Context: an optimization exercise on an open-source flow, tuned for small area and few clock cycles per item. The choices shown serve that exercise and are no tape-out recipe.
In this exercise RTL edits were held to simulation tests only and were not proved equivalent to the original.
The clock port is modelled as an ideal driver; clocking choices that lean on that would not hold on a real chip.
Power and IR drop assume default switching activity.

==> flow/design.v (excerpt) <==
module demofull #(
	parameter integer C_S_AXI_ID_WIDTH	= 12,
	parameter integer C_S_AXI_DATA_WIDTH	= 32,
	parameter integer C_S_AXI_ADDR_WIDTH	= 32,
	localparam	AW = C_S_AXI_ADDR_WIDTH,
	localparam	DW = C_S_AXI_DATA_WIDTH,
	localparam	IW = C_S_AXI_ID_WIDTH,
	localparam	LSB = $clog2(C_S_AXI_DATA_WIDTH)-3,
	parameter [0:0]	OPT_NARROW_BURST = 1
	) (
		output	reg					o_we,
		output	reg	[C_S_AXI_ADDR_WIDTH-LSB-1:0]	o_waddr,
		output	reg	[C_S_AXI_DATA_WIDTH-1:0]	o_wdata,
		output	reg	[C_S_AXI_DATA_WIDTH/8-1:0]	o_wstrb,
		output	reg					o_rd,
		output	reg	[C_S_AXI_ADDR_WIDTH-LSB-1:0]	o_raddr,
		input	wire	[C_S_AXI_DATA_WIDTH-1:0]	i_rdata,
		input wire  S_AXI_ACLK,
		input wire  S_AXI_ARESETN,
		input wire [C_S_AXI_ID_WIDTH-1 : 0] S_AXI_AWID,
		input wire [C_S_AXI_ADDR_WIDTH-1 : 0] S_AXI_AWADDR,
		input wire [7 : 0] S_AXI_AWLEN,
		input wire [2 : 0] S_AXI_AWSIZE,
		input wire [1 : 0] S_AXI_AWBURST,
		input wire  S_AXI_AWLOCK,
		input wire [3 : 0] S_AXI_AWCACHE,
		input wire [2 : 0] S_AXI_AWPROT,
		input wire [3 : 0] S_AXI_AWQOS,
		input wire  S_AXI_AWVALID,
		output wire  S_AXI_AWREADY,
		input wire [C_S_AXI_DATA_WIDTH-1 : 0] S_AXI_WDATA,
		input wire [(C_S_AXI_DATA_WIDTH/8)-1 : 0] S_AXI_WSTRB,
		input wire  S_AXI_WLAST,
		input wire  S_AXI_WVALID,
		output wire  S_AXI_WREADY,
  ...
Settings: LEC_CHECK=0, ABC_AREA=1, CAP_MARGIN=20, CORE_MARGIN=2, CORE_UTILIZATION=60, CTS_BUF_LIST=sky130_fd_sc_hd__clkbuf_4, CTS_CLUSTER_DIAMETER=100, CTS_CLUSTER_SIZE=30, SLEW_MARGIN=20; clock period 4.0 ns.
run.sh (not shown) runs the stock make flow with config.mk's settings and CLKGATE_MAP_FILE= SYNTH_SCRIPT=/design/flow/synth_recipe.tcl, a recipe that flattens the netlist after the stock synthesis.
The baseline stopped in I/O pin placement with PPL-0024.
Testbench counts at the start, summed over its fixed seeds: cycles 15,874, beats 22,951.
Edit:
CORE_UTILIZATION = 40   (was 60)
CTS_BUF_LIST = not set   (was sky130_fd_sc_hd__clkbuf_4)
CTS_CLUSTER_DIAMETER = not set   (was 100)
CTS_CLUSTER_SIZE = not set   (was 30)
This time the run completed with no timing, DRC or antenna violations.
Area after synthesis stays the same.
Synthesized cell count stays the same.
Edit:
ABC_AREA = not set   (was 1)
The changed run ran to the end with no violations.
Clock skew drops by 0.0032 ns.
Sequential power climbs by about 8%.
Combinational power climbs by 8.9%.
Design area drops by 2.3%.
Setup slack is worse by 0.26 ns.
Synthesized cell count drops by 16%.
First-iteration DRC count climbs by 23%.
Count of clock-buffer cells in the layout climbs by 2.
Die area drops by 1.9%.

demofull, a different RTL version from the one above (not shown whole).
Size: ~410 cells after synthesis, about 85 flip-flops, roughly 380 I/O pins, roughly 4100 um^2 of cells after synthesis.
==> flow/design.v (excerpt) <==
module demofull #(
	parameter integer C_S_AXI_ID_WIDTH	= 12,
	parameter integer C_S_AXI_DATA_WIDTH	= 32,
	parameter integer C_S_AXI_ADDR_WIDTH	= 32,
	localparam	AW = C_S_AXI_ADDR_WIDTH,
	localparam	DW = C_S_AXI_DATA_WIDTH,
	localparam	IW = C_S_AXI_ID_WIDTH,
	localparam	LSB = $clog2(C_S_AXI_DATA_WIDTH)-3,
	parameter [0:0]	OPT_NARROW_BURST = 1
	) (
		output	reg					o_we,
		output	reg	[C_S_AXI_ADDR_WIDTH-LSB-1:0]	o_waddr,
		output	reg	[C_S_AXI_DATA_WIDTH-1:0]	o_wdata,
		output	reg	[C_S_AXI_DATA_WIDTH/8-1:0]	o_wstrb,
		output	reg					o_rd,
		output	reg	[C_S_AXI_ADDR_WIDTH-LSB-1:0]	o_raddr,
		input	wire	[C_S_AXI_DATA_WIDTH-1:0]	i_rdata,
		input wire  S_AXI_ACLK,
		input wire  S_AXI_ARESETN,
		input wire [C_S_AXI_ID_WIDTH-1 : 0] S_AXI_AWID,
		input wire [C_S_AXI_ADDR_WIDTH-1 : 0] S_AXI_AWADDR,
		input wire [7 : 0] S_AXI_AWLEN,
		input wire [2 : 0] S_AXI_AWSIZE,
		input wire [1 : 0] S_AXI_AWBURST,
		input wire  S_AXI_AWLOCK,
		input wire [3 : 0] S_AXI_AWCACHE,
		input wire [2 : 0] S_AXI_AWPROT,
		input wire [3 : 0] S_AXI_AWQOS,
		input wire  S_AXI_AWVALID,
		output wire  S_AXI_AWREADY,
		input wire [C_S_AXI_DATA_WIDTH-1 : 0] S_AXI_WDATA,
		input wire [(C_S_AXI_DATA_WIDTH/8)-1 : 0] S_AXI_WSTRB,
		input wire  S_AXI_WLAST,
		input wire  S_AXI_WVALID,
		output wire  S_AXI_WREADY,
		output wire [C_S_AXI_ID_WIDTH-1 : 0] S_AXI_BID,
		output wire [1 : 0] S_AXI_BRESP,
		output wire  S_AXI_BVALID,
		input wire  S_AXI_BREADY,
		input wire [C_S_AXI_ID_WIDTH-1 : 0] S_AXI_ARID,
		input wire [C_S_AXI_ADDR_WIDTH-1 : 0] S_AXI_ARADDR,
		input wire [7 : 0] S_AXI_ARLEN,
		input wire [2 : 0] S_AXI_ARSIZE,
		input wire [1 : 0] S_AXI_ARBURST,
		input wire  S_AXI_ARLOCK,
		input wire [3 : 0] S_AXI_ARCACHE,
		input wire [2 : 0] S_AXI_ARPROT,
		input wire [3 : 0] S_AXI_ARQOS,
		input wire  S_AXI_ARVALID,
		output wire  S_AXI_ARREADY,
		output wire [C_S_AXI_ID_WIDTH-1 : 0] S_AXI_RID,
		output wire [C_S_AXI_DATA_WIDTH-1 : 0] S_AXI_RDATA,
		output wire [1 : 0] S_AXI_RRESP,
		output wire  S_AXI_RLAST,
		output wire  S_AXI_RVALID,
		input wire  S_AXI_RREADY
	);
export LEC_CHECK = 0
export CAP_MARGIN = 20
export CORE_AREA = 4 4 136 136
export CTS_BUF_LIST = sky130_fd_sc_hd__clkbuf_8
export DIE_AREA = 0 0 140 140
export SLEW_MARGIN = 20
create_clock -name core_clock -period 4.0 [get_ports {S_AXI_ACLK}]
standard.sh (not shown) runs the stock make flow with config.mk's settings and CLKGATE_MAP_FILE= SYNTH_SCRIPT=/design/flow/synth_recipe.tcl, a recipe that flattens the netlist after the stock synthesis.
==> flow/flow/run.sh <==
#!/bin/bash
# Layout: the standard flow (standard.sh), with
# - synthesis by flow/synth.tcl: the standard flow's synthesis with an area-oriented ABC
#   script (flow/area.abc) for the logic between the registers;
# - the smallest buffer cell (buf_1) as the port buffer of every input and
#   output port, in place of the cell buffer_ports picks by itself;
# - a clock tree of clkbuf_8 buffers without dummy loads;
# - cells sized down where timing allows after CTS (flow/post_cts.tcl).
set -euo pipefail
export BUFFER_PORTS_ARGS="-buffer_cell sky130_fd_sc_hd__buf_1"
export CTS_ARGS="-sink_clustering_enable -repair_clock_nets -buf_list sky130_fd_sc_hd__clkbuf_8 -dont_use_dummy_load"
export POST_CTS_TCL="$PWD/flow/post_cts.tcl"
export AREA_ABC_SCRIPT="$PWD/flow/area.abc"
sed "s|SYNTH_SCRIPT=[^ ]*|SYNTH_SCRIPT=$PWD/flow/synth.tcl|" standard.sh > flow_standard.sh
grep -q "SYNTH_SCRIPT=$PWD/flow/synth.tcl" flow_standard.sh
bash flow_standard.sh > standard.log 2>&1
==> flow/flow/area.abc <==
strash
dc2
dch -f
amap -m -F 4 -A 8
topo
==> flow/flow/post_cts.tcl <==
# After clock tree synthesis: size cells down where the timing slack allows
# (OpenROAD's power recovery), then legalise the placement again.
estimate_parasitics -placement
repair_timing -recover_power 100 -verbose
detailed_placement
check_placement -verbose
==> flow/flow/synth.tcl <==
# The standard flow's synthesis script (synth_recipe.tcl) with one change: Yosys's abc
# step, which maps the logic between the registers to library cells, runs
# flow/area.abc, an area-oriented ABC script, in place of ORFS's
# abc_speed.script.  Everything else (the registers, their names and cells)
# stays as the standard synthesis makes it.
proc synth {args} { yosys synth -nofsm -noshare {*}$args }
proc abc {args} {
  set i [lsearch -exact $args -script]
  if { $i >= 0 } {
    lset args [expr { $i + 1 }] $::env(AREA_ABC_SCRIPT)
  }
  yosys abc {*}$args
}
source $::env(SCRIPTS_DIR)/synth.tcl
# left out here: clear keep_hierarchy, flatten, clean up, hide names made inside functions, write 1_2_yosys.v
Testbench counts at the start, summed over its fixed seeds: cycles 15,969, beats 22,951.
Rerun with:
--- a/flow/flow/run.sh
+++ b/flow/flow/run.sh
@@ -12,2 +12,3 @@
 export POST_CTS_TCL="$PWD/flow/post_cts.tcl"
+export REMOVE_ABC_BUFFERS=1
 export AREA_ABC_SCRIPT="$PWD/flow/area.abc"
- CAP_MARGIN: 20 -> 0
- GPL_TIMING_DRIVEN: default -> 0
- SLEW_MARGIN: 20 -> 0
After rerunning: The new run went through all stages and came out clean. Sequential cell count stays the same. Cell area decreases by 0.98%. Synthesized cell count stays the same. Routed wire length is higher by 100%. Area after synthesis does not change. Setup slack degrades by 0.34 ns. Cell count shrinks by 1.1%.

port drivers added, routing unchanged:
How much do the figures lean on ideal ports? The routed layouts below were timed once more, with nothing changed but the port constraints. Step 1, drivers: a clkbuf_16 drives S_AXI_ACLK and a buf_2 each remaining input, both assumed. Step 2, shift: input delay + t, output delay - t, t = (earliest + latest rising clock arrival at the registers) / 2. This alone moves slack from input paths to output paths. Three values: ideal ports, drivers, drivers and shift; two values: the first two.
run	t (ns)	slack for setup (ns)	hold slack, ns
the second run of note 1	0.379	0.572 / 0.531 / 0.697	0.495 / 0.495 / 0.495
the third run of note 1	0.383	0.308 / 0.268 / 0.614	0.516 / 0.516 / 0.516
the first run of note 2	0.388	0.788 / 0.758 / 0.565	0.486 / 0.486 / 0.486
the second run of note 2	0.399	0.445 / 0.433 / 0.034	0.483 / 0.483 / 0.483
After both steps setup and hold are still met in every run listed. The setup slack of the second run of note 2, which loses most, moves by -0.012 ns with the drivers and by -0.411 ns with both steps.
